From an optimization exercise on the open Yosys and OpenROAD flow, aimed at small area; shortcuts taken in it are not production practice.
RTL that was checked went through simulation tests only; none was proved equivalent to the original.
Power figures rest on the tool's default switching activity, not on a simulated workload.

== 11-25 ==
==> flow/design.v <==
module sampler
(
  input  wire       clk_in_i,            
  input  wire       rst_n_ddmtdclk_i,    
  input  wire       clk_ddmtd_i,         
  output reg       clk_sampled_o         
);
  reg  clk_i_d0;
  reg  clk_i_d1;
  reg  clk_i_d2;
  always @(posedge clk_ddmtd_i) begin
    if (!rst_n_ddmtdclk_i) begin
    clk_i_d0 <= 1'b0;
    clk_i_d1 <= 1'b1;
    clk_i_d2 <= 1'b1;
    clk_sampled_o <= 1'b1;
    end
    else begin
    clk_i_d0      <= clk_in_i;
    clk_i_d1      <= ~clk_i_d0;  
    clk_i_d2      <= clk_i_d1;
    clk_sampled_o <= clk_i_d2;
    end
  end
endmodule
module deglitcher
(
  input  wire        rst_n_ddmtdclk_i,
  input  wire        clk_in_i,
  input  wire        clk_ddmtd_i,
  input  wire [15:0] deglitch_threshold_i,
  output reg  [15:0] tag_o,
  output wire        tag_p_o
);
  reg  [1:0]  state;
  reg  [15:0] stab_cntr;
  wire clk_sampled;
  sampler sampler_inst (
    .clk_in_i         (clk_in_i),
    .rst_n_ddmtdclk_i (rst_n_ddmtdclk_i),
    .clk_ddmtd_i      (clk_ddmtd_i),
    .clk_sampled_o    (clk_sampled)
  );
  wire got_edge  = state[1] &  state[0];
  wire wait_edge = state[1] & ~state[0];
  wire eq        = (stab_cntr == deglitch_threshold_i);
  wire clr       = got_edge ? (eq | ~clk_sampled) : clk_sampled;
  assign tag_p_o = ~state[1] & state[0];
  wire [15:0] stab_carry, tag_carry;
  inc_carry stab_inc (.q(stab_cntr), .ci(1'b1), .c(stab_carry));
  inc_carry tag_inc  (.q(tag_o),     .ci(clk_sampled | eq), .c(tag_carry));
  always @(posedge clk_ddmtd_i) begin
    if (!rst_n_ddmtdclk_i) begin
      state     <= 2'b00;
      stab_cntr <= 16'd0;
    end else begin
      state[1]  <= state[1] ? ~(got_edge & eq) : eq;
      state[0]  <= state[1] & (state[0] | clk_sampled);
      stab_cntr <= clr ? 16'd0 : stab_cntr ^ stab_carry;
    end
  end
  always @(posedge clk_ddmtd_i)
    tag_o <= wait_edge ? 16'd0 : tag_o ^ tag_carry;
endmodule
module inc_carry
(
  input  wire [15:0] q,
  input  wire        ci,
  output wire [15:0] c
);
  wire [3:0] blk = {&q[15:12], &q[11:8], &q[7:4], &q[3:0]};
  wire [3:0] pre = {ci & (&blk[2:0]), ci & (&blk[1:0]), ci & blk[0], ci};
  genvar k;
  generate
    for (k = 0; k < 4; k = k + 1) begin : b
      assign c[4*k]   = pre[k];
      assign c[4*k+1] = pre[k] & q[4*k];
      assign c[4*k+2] = pre[k] & (&q[4*k+1:4*k]);
      assign c[4*k+3] = pre[k] & (&q[4*k+2:4*k]);
    end
  endgenerate
endmodule
module ddmtd
#(
  parameter integer COUNTER_BIT_WIDTH = 16
)
(
  input  wire rst_n_ddmtdclk_i,
  input  wire clk_a_i,
  input  wire clk_b_i,
  input  wire clk_ddmtd_i,
  input  wire [15:0]  deglitch_threshold_i,
  output wire signed [COUNTER_BIT_WIDTH-1:0] phase_diff_o,
  output reg                                 phase_diff_p_o
);
  wire [15:0] rel_a, rel_b;
  wire        tag_a_p, tag_b_p;
  deglitcher deglitcher_inst_a (
    .rst_n_ddmtdclk_i     (rst_n_ddmtdclk_i),
    .clk_in_i             (clk_a_i),
    .clk_ddmtd_i          (clk_ddmtd_i),
    .deglitch_threshold_i (deglitch_threshold_i),
    .tag_o                (rel_a),
    .tag_p_o              (tag_a_p)
  );
  deglitcher deglitcher_inst_b (
    .rst_n_ddmtdclk_i     (rst_n_ddmtdclk_i),
    .clk_in_i             (clk_b_i),
    .clk_ddmtd_i          (clk_ddmtd_i),
    .deglitch_threshold_i (deglitch_threshold_i),
    .tag_o                (rel_b),
    .tag_p_o              (tag_b_p)
  );
  reg  wait_a, wait_b;
  wire wait_tag = ~(wait_a | wait_b);
  wire done_a   = wait_a & tag_a_p;                  
  wire done_b   = wait_b & tag_b_p;                  
  wire both     = wait_tag & tag_a_p & tag_b_p;      
  wire only_a   = wait_tag & tag_a_p & ~tag_b_p;     
  wire only_b   = wait_tag & tag_b_p & ~tag_a_p;     
  always @(posedge clk_ddmtd_i) begin
    if (!rst_n_ddmtdclk_i) begin
      phase_diff_p_o <= 1'b0;
      wait_a         <= 1'b0;
      wait_b         <= 1'b0;
    end else begin
      phase_diff_p_o <= both | done_a | done_b;
      wait_a         <= only_b | (wait_a & ~tag_a_p);
      wait_b         <= only_a | (wait_b & ~tag_b_p);
    end
  end
  reg  [15:0] temp;
  wire        a_rel_b  = tag_b_p & ~wait_a;                
  wire        a_temp   = wait_a | (wait_b & ~tag_b_p);     
  wire        b_nrel_a = only_a | both | done_a;
  wire        b_ones   = wait_b & ~tag_b_p;
  wire        ci       = ~(wait_b | only_a);
  wire [15:0] a = ({16{a_rel_b}} & rel_b) | ({16{a_temp}} & temp);
  wire [15:0] b = ({16{b_nrel_a}} & ~rel_a) | ({16{done_b}} & temp) | {16{b_ones}};
  wire [15:0] g = a & b;
  wire [15:0] p = a ^ b;
  wire [16:0] c;
  assign c[0] = ci;
  genvar k;
  generate
    for (k = 0; k < 16; k = k + 4) begin : cla
      assign c[k+1] = g[k]   | (p[k]   & c[k]);
      assign c[k+2] = g[k+1] | (p[k+1] & g[k]) | (p[k+1] & p[k] & c[k]);
      assign c[k+3] = g[k+2] | (p[k+2] & g[k+1]) | (p[k+2] & p[k+1] & g[k])
                    | (p[k+2] & p[k+1] & p[k] & c[k]);
      assign c[k+4] = g[k+3] | (p[k+3] & g[k+2]) | (p[k+3] & p[k+2] & g[k+1])
                    | (p[k+3] & p[k+2] & p[k+1] & g[k])
                    | (p[k+3] & p[k+2] & p[k+1] & p[k] & c[k]);
    end
  endgenerate
  always @(posedge clk_ddmtd_i)
    temp <= p ^ c[15:0];
  assign phase_diff_o = temp;
endmodule
clock: 4.0 ns
lec_check: 0
cap_margin: 0
core_margin: 2
core_utilization: 60
cts_buf_list: sky130_fd_sc_hd__clkbuf_4 sky130_fd_sc_hd__clkbuf_8
gpl_timing_driven: 0
slew_margin: 0
standard.sh (not shown) runs the stock make flow with config.mk's settings and CLKGATE_MAP_FILE= SYNTH_SCRIPT=/design/flow/synth_recipe.tcl, a recipe that flattens the netlist after the stock synthesis.
==> flow/flow/run.sh <==
#!/bin/bash
# The standard layout (standard.sh), with three changes:
#  - synthesis leaves the adders to ABC (no extract_fa into ha/fa cells) and
#    maps the logic with an area-oriented ABC script (flow/area.abc) instead of
#    ORFS's speed script; everything else in synthesis, and so every register,
#    is as in the standard synthesis;
#  - the port buffers are the smallest buffer (buf_1);
#  - clock tree synthesis adds no dummy loads.
set -e
W=$(pwd)
export BUFFER_PORTS_ARGS="-buffer_cell sky130_fd_sc_hd__buf_1"
export CTS_ARGS="-sink_clustering_enable -repair_clock_nets -dont_use_dummy_load -buf_list {sky130_fd_sc_hd__clkbuf_4 sky130_fd_sc_hd__clkbuf_8}"
cat > "$W/flow_synth.tcl" <<EOT
proc extract_fa {args} {
  puts "flow: extract_fa skipped; abc maps the adders"
}
proc abc {args} {
  set i [lsearch -exact \$args -script]
  if { \$i >= 0 } { lset args [expr { \$i + 1 }] $W/flow/area.abc }
  yosys abc {*}\$args
}
source $W/synth_recipe.tcl
EOT
bash standard.sh SYNTH_SCRIPT="$W/flow_synth.tcl" finish > standard.log 2>&1
==> flow/flow/area.abc <==
&get -n
&st
&syn2
&dch -f
&nf -a -R 1000
&put
11-25: flow completed, timing, DRC and antenna clean
Here is what was changed in the inputs of 07-01 compared with 11-25.
--- a/flow/design.v
+++ b/flow/design.v
@@ -45,33 +45,33 @@
   wire wait_edge = state[1] & ~state[0];
   wire eq        = (stab_cntr == deglitch_threshold_i);
   wire clr       = got_edge ? (eq | ~clk_sampled) : clk_sampled;
   assign tag_p_o = ~state[1] & state[0];
   wire [15:0] stab_carry, tag_carry;
-  inc_carry stab_inc (.q(stab_cntr), .ci(1'b1), .c(stab_carry));
-  inc_carry tag_inc  (.q(tag_o),     .ci(clk_sampled | eq), .c(tag_carry));
+  inc_carry stab_inc (.q(stab_cntr), .c(stab_carry));
+  inc_carry tag_inc  (.q(tag_o),     .c(tag_carry));
   always @(posedge clk_ddmtd_i) begin
     if (!rst_n_ddmtdclk_i) begin
       state     <= 2'b00;
       stab_cntr <= 16'd0;
     end else begin
       state[1]  <= state[1] ? ~(got_edge & eq) : eq;
       state[0]  <= state[1] & (state[0] | clk_sampled);
       stab_cntr <= clr ? 16'd0 : stab_cntr ^ stab_carry;
     end
   end
+  wire tag_step = ~(got_edge & ~clk_sampled & ~eq);
   always @(posedge clk_ddmtd_i)
-    tag_o <= wait_edge ? 16'd0 : tag_o ^ tag_carry;
+    tag_o <= (wait_edge & clk_sampled) ? 16'd0 : tag_o ^ (tag_carry & {16{tag_step}});
 endmodule
 module inc_carry
 (
   input  wire [15:0] q,
-  input  wire        ci,
   output wire [15:0] c
 );
   wire [3:0] blk = {&q[15:12], &q[11:8], &q[7:4], &q[3:0]};
-  wire [3:0] pre = {ci & (&blk[2:0]), ci & (&blk[1:0]), ci & blk[0], ci};
+  wire [3:0] pre = {&blk[2:0], &blk[1:0], blk[0], 1'b1};
   genvar k;
   generate
     for (k = 0; k < 4; k = k + 1) begin : b
       assign c[4*k]   = pre[k];
       assign c[4*k+1] = pre[k] & q[4*k];
--- outcome ---
The global-route usage of 11-25 and that of 07-01 are within noise of each other.
Clock skew: 07-01 > 11-25
Between 11-25 and 07-01, the flow reports met1 wire length decreasing by a few percent.
Number of flops mapped to enable cells by yosys: 11-25 vs 07-01 identical
Per the comparison of 07-01 with 11-25, overall power after layout shrank by about 6.5%; minimum clock period shrank by 0.039 ns.
No functional check of the RTL was part of 11-25.

* * *

## wip/tundra
RTL: one of the versions met above, not the one the previous note started from.
Size in the first run: roughly 470 cells after synthesis, roughly 95 flip-flops, roughly 37 I/O pins, ~0.0044 mm² of cells after synthesis.
==> module ddmtd, before the edit <==
module ddmtd
#(
  parameter integer COUNTER_BIT_WIDTH = 16
)
(
  input  wire rst_n_ddmtdclk_i,
  input  wire clk_a_i,
  input  wire clk_b_i,
  input  wire clk_ddmtd_i,
  input  wire [15:0]  deglitch_threshold_i,
  output wire signed [COUNTER_BIT_WIDTH-1:0] phase_diff_o,
  output reg                                 phase_diff_p_o
);
  wire [15:0] rel_a, rel_b;
  wire        tag_a_p, tag_b_p;
  deglitcher deglitcher_inst_a (
    .rst_n_ddmtdclk_i     (rst_n_ddmtdclk_i),
    .clk_in_i             (clk_a_i),
    .clk_ddmtd_i          (clk_ddmtd_i),
    .deglitch_threshold_i (deglitch_threshold_i),
    .tag_o                (rel_a),
    .tag_p_o              (tag_a_p)
  );
  deglitcher deglitcher_inst_b (
    .rst_n_ddmtdclk_i     (rst_n_ddmtdclk_i),
    .clk_in_i             (clk_b_i),
    .clk_ddmtd_i          (clk_ddmtd_i),
    .deglitch_threshold_i (deglitch_threshold_i),
    .tag_o                (rel_b),
    .tag_p_o              (tag_b_p)
  );
  reg  wait_a, wait_b;
  wire wait_tag = ~(wait_a | wait_b);
  wire done_a   = wait_a & tag_a_p;                  
  wire done_b   = wait_b & tag_b_p;                  
  wire both     = wait_tag & tag_a_p & tag_b_p;      
  wire only_a   = wait_tag & tag_a_p & ~tag_b_p;     
  wire only_b   = wait_tag & tag_b_p & ~tag_a_p;     
  always @(posedge clk_ddmtd_i) begin
    if (!rst_n_ddmtdclk_i) begin
      phase_diff_p_o <= 1'b0;
      wait_a         <= 1'b0;
      wait_b         <= 1'b0;
    end else begin
      phase_diff_p_o <= both | done_a | done_b;
      wait_a         <= only_b | (wait_a & ~tag_a_p);
      wait_b         <= only_a | (wait_b & ~tag_b_p);
    end
  end
  reg  [15:0] temp;
  wire        a_rel_b  = tag_b_p & ~wait_a;                
  wire        a_temp   = wait_a | (wait_b & ~tag_b_p);     
  wire        b_nrel_a = only_a | both | done_a;
  wire        b_ones   = wait_b & ~tag_b_p;
  wire        ci       = ~(wait_b | only_a);
  wire [15:0] a = ({16{a_rel_b}} & rel_b) | ({16{a_temp}} & temp);
  wire [15:0] b = ({16{b_nrel_a}} & ~rel_a) | ({16{done_b}} & temp) | {16{b_ones}};
  wire [15:0] g = a & b;
  wire [15:0] p = a ^ b;
  wire [16:0] c;
  assign c[0] = ci;
  genvar k;
  generate
    for (k = 0; k < 16; k = k + 4) begin : cla
      assign c[k+1] = g[k]   | (p[k]   & c[k]);
      assign c[k+2] = g[k+1] | (p[k+1] & g[k]) | (p[k+1] & p[k] & c[k]);
      assign c[k+3] = g[k+2] | (p[k+2] & g[k+1]) | (p[k+2] & p[k+1] & g[k])
                    | (p[k+2] & p[k+1] & p[k] & c[k]);
      assign c[k+4] = g[k+3] | (p[k+3] & g[k+2]) | (p[k+3] & p[k+2] & g[k+1])
                    | (p[k+3] & p[k+2] & p[k+1] & g[k])
                    | (p[k+3] & p[k+2] & p[k+1] & p[k] & c[k]);
    end
  endgenerate
  always @(posedge clk_ddmtd_i)
    temp <= p ^ c[15:0];
  assign phase_diff_o = temp;
endmodule
==> flow/config.mk <==
export PLATFORM = sky130hd
export DESIGN_NAME = ddmtd
export DESIGN_NICKNAME = ddmtd
export VERILOG_FILES = /design/flow/design.v
export SDC_FILE = /design/flow/constraint.sdc
export NUM_CORES = 4
export LEC_CHECK = 0
export CAP_MARGIN = 20
export CORE_MARGIN = 2
export CORE_UTILIZATION = 70
export CTS_BUF_LIST = sky130_fd_sc_hd__clkbuf_4 sky130_fd_sc_hd__clkbuf_8
export GPL_TIMING_DRIVEN = 0
export SLEW_MARGIN = 20
==> flow/constraint.sdc <==
create_clock -name core_clock -period 4.0 [get_ports {clk_ddmtd_i}]
set_input_delay 0.8000 -clock core_clock [delete_from_list [all_inputs] [get_ports {clk_ddmtd_i}]]
set_output_delay 0.8000 -clock core_clock [all_outputs]
set_load 0.01 [all_outputs]
==> flow/flow/run.sh <==
#!/bin/bash
# The standard layout (standard.sh), with three changes:
#  - synthesis maps the logic with an area-oriented ABC script (flow/area.abc)
#    instead of ORFS's speed script; everything else in synthesis, and so every
#    register, is as in the standard synthesis;
#  - the port buffers are the smallest buffer (buf_1);
#  - clock tree synthesis adds no dummy loads.
set -e
W=$(pwd)
export BUFFER_PORTS_ARGS="-buffer_cell sky130_fd_sc_hd__buf_1"
export CTS_ARGS="-sink_clustering_enable -repair_clock_nets -dont_use_dummy_load -buf_list {sky130_fd_sc_hd__clkbuf_4 sky130_fd_sc_hd__clkbuf_8}"
cat > "$W/flow_synth.tcl" <<EOT
proc abc {args} {
  set i [lsearch -exact \$args -script]
  if { \$i >= 0 } { lset args [expr { \$i + 1 }] $W/flow/area.abc }
  yosys abc {*}\$args
}
source $W/synth_recipe.tcl
EOT
bash standard.sh SYNTH_SCRIPT="$W/flow_synth.tcl" finish > standard.log 2>&1
Scripts as last shown in full above: flow/flow/area.abc
The inputs of wip/nickel differ from those of wip/tundra as listed below.
==> flow/design.v, changed modules only <==
module ddmtd
#(
  parameter integer COUNTER_BIT_WIDTH = 16
)
(
  input  wire rst_n_ddmtdclk_i,
  input  wire clk_a_i,
  input  wire clk_b_i,
  input  wire clk_ddmtd_i,
  input  wire [15:0]  deglitch_threshold_i,
  output wire signed [COUNTER_BIT_WIDTH-1:0] phase_diff_o,
  output reg                                 phase_diff_p_o
);
  wire [15:0] rel_a, rel_b;
  wire        tag_a_p, tag_b_p;
  deglitcher deglitcher_inst_a (
    .rst_n_ddmtdclk_i     (rst_n_ddmtdclk_i),
    .clk_in_i             (clk_a_i),
    .clk_ddmtd_i          (clk_ddmtd_i),
    .deglitch_threshold_i (deglitch_threshold_i),
    .tag_o                (rel_a),
    .tag_p_o              (tag_a_p)
  );
  deglitcher deglitcher_inst_b (
    .rst_n_ddmtdclk_i     (rst_n_ddmtdclk_i),
    .clk_in_i             (clk_b_i),
    .clk_ddmtd_i          (clk_ddmtd_i),
    .deglitch_threshold_i (deglitch_threshold_i),
    .tag_o                (rel_b),
    .tag_p_o              (tag_b_p)
  );
  reg  wait_a, wait_b;
  wire wait_tag = ~(wait_a | wait_b);
  wire done_a   = wait_a & tag_a_p;                  
  wire done_b   = wait_b & tag_b_p;                  
  wire both     = wait_tag & tag_a_p & tag_b_p;      
  wire only_a   = wait_tag & tag_a_p & ~tag_b_p;     
  wire only_b   = wait_tag & tag_b_p & ~tag_a_p;     
  always @(posedge clk_ddmtd_i) begin
    if (!rst_n_ddmtdclk_i) begin
      phase_diff_p_o <= 1'b0;
      wait_a         <= 1'b0;
      wait_b         <= 1'b0;
    end else begin
      phase_diff_p_o <= both | done_a | done_b;
      wait_a         <= only_b | (wait_a & ~tag_a_p);
      wait_b         <= only_a | (wait_b & ~tag_b_p);
    end
  end
  reg  [15:0] temp;
  wire [15:0] a = only_a ? rel_a : ((only_b | both | done_b) ? rel_b : temp);
  wire [15:0] b = ~(({16{~(both | done_a)}} | rel_a) & ({16{~done_b}} | temp));
  wire [15:0] g = a & b;
  wire [15:0] p = a ^ b;
  wire [16:0] c;
  assign c[0] = 1'b1;
  genvar k;
  generate
    for (k = 0; k < 16; k = k + 4) begin : cla
      assign c[k+1] = g[k]   | (p[k]   & c[k]);
      assign c[k+2] = g[k+1] | (p[k+1] & g[k]) | (p[k+1] & p[k] & c[k]);
      assign c[k+3] = g[k+2] | (p[k+2] & g[k+1]) | (p[k+2] & p[k+1] & g[k])
                    | (p[k+2] & p[k+1] & p[k] & c[k]);
      assign c[k+4] = g[k+3] | (p[k+3] & g[k+2]) | (p[k+3] & p[k+2] & g[k+1])
                    | (p[k+3] & p[k+2] & p[k+1] & g[k])
                    | (p[k+3] & p[k+2] & p[k+1] & p[k] & c[k]);
    end
  endgenerate
  always @(posedge clk_ddmtd_i)
    temp <= p ^ c[15:0];
  assign phase_diff_o = temp;
endmodule
Notes after the runs:
| clock period minus worst slack | wip/nickel vs wip/tundra | 68 ps higher |
Compared with wip/tundra, wip/nickel shows a maximum number of pins on one net before global-route repair that is 12 higher.
| ratio of final minimum period to clock period | wip/nickel vs wip/tundra | 1.7 points higher |
Per the comparison of wip/nickel with wip/tundra, met2 wire length was more or less identical; compound-cell area share of the yosys netlist went down by 4.0 points; count of port buffers added during placement was more or less identical.
wip/nickel against wip/tundra: first-iteration DRC count shrank by 18%, global-route usage shrank by 0.41 points.
Any difference in wire length between wip/nickel and wip/tundra is small enough to ignore.

## re-timing with driven ports
How much do the figures lean on ideal ports? The routed layouts below were timed once more, with nothing changed but the port constraints.
Step 1 sets driving cells, clkbuf_16 on the clock port and buf_2 on the other inputs (assumed; they add their load-dependent delay and slew).
Step 2 adds t to the input delays and takes it off the output delays; t is the mean of the earliest and latest rising clock arrival at the registers after step 1. Input paths then give back, and output paths get back, about the clock's delay inside the block.
Three values: ideal, step 1, step 2; two values: the first two.
| run | shift t [ns] | setup slack, ns | worst setup path at the end | worst register clock-pin slew, ns | cell pins on the clock port's net |
|---|---|---|---|---|---|
| 11-25 | 0.381 | 0.193 / 0.193 / -0.015 | input to register | 0.09 / 0.09 | 1 |
| 07-01 | 0.363 | 0.233 / 0.245 / -0.119 | input to register | 0.09 / 0.09 | 1 |
| wip/tundra | 0.371 | 0.269 / 0.269 / -0.085 | input to register | 0.09 / 0.09 | 1 |
| wip/nickel | 0.372 | 0.201 / 0.201 / -0.127 | input to register | 0.09 / 0.09 | 1 |
With both steps, setup timing fails in every run listed, where it was met with ideal ports. The setup slack of wip/tundra, which loses most, moves by 0.000 ns with the drivers and by -0.354 ns with both steps.
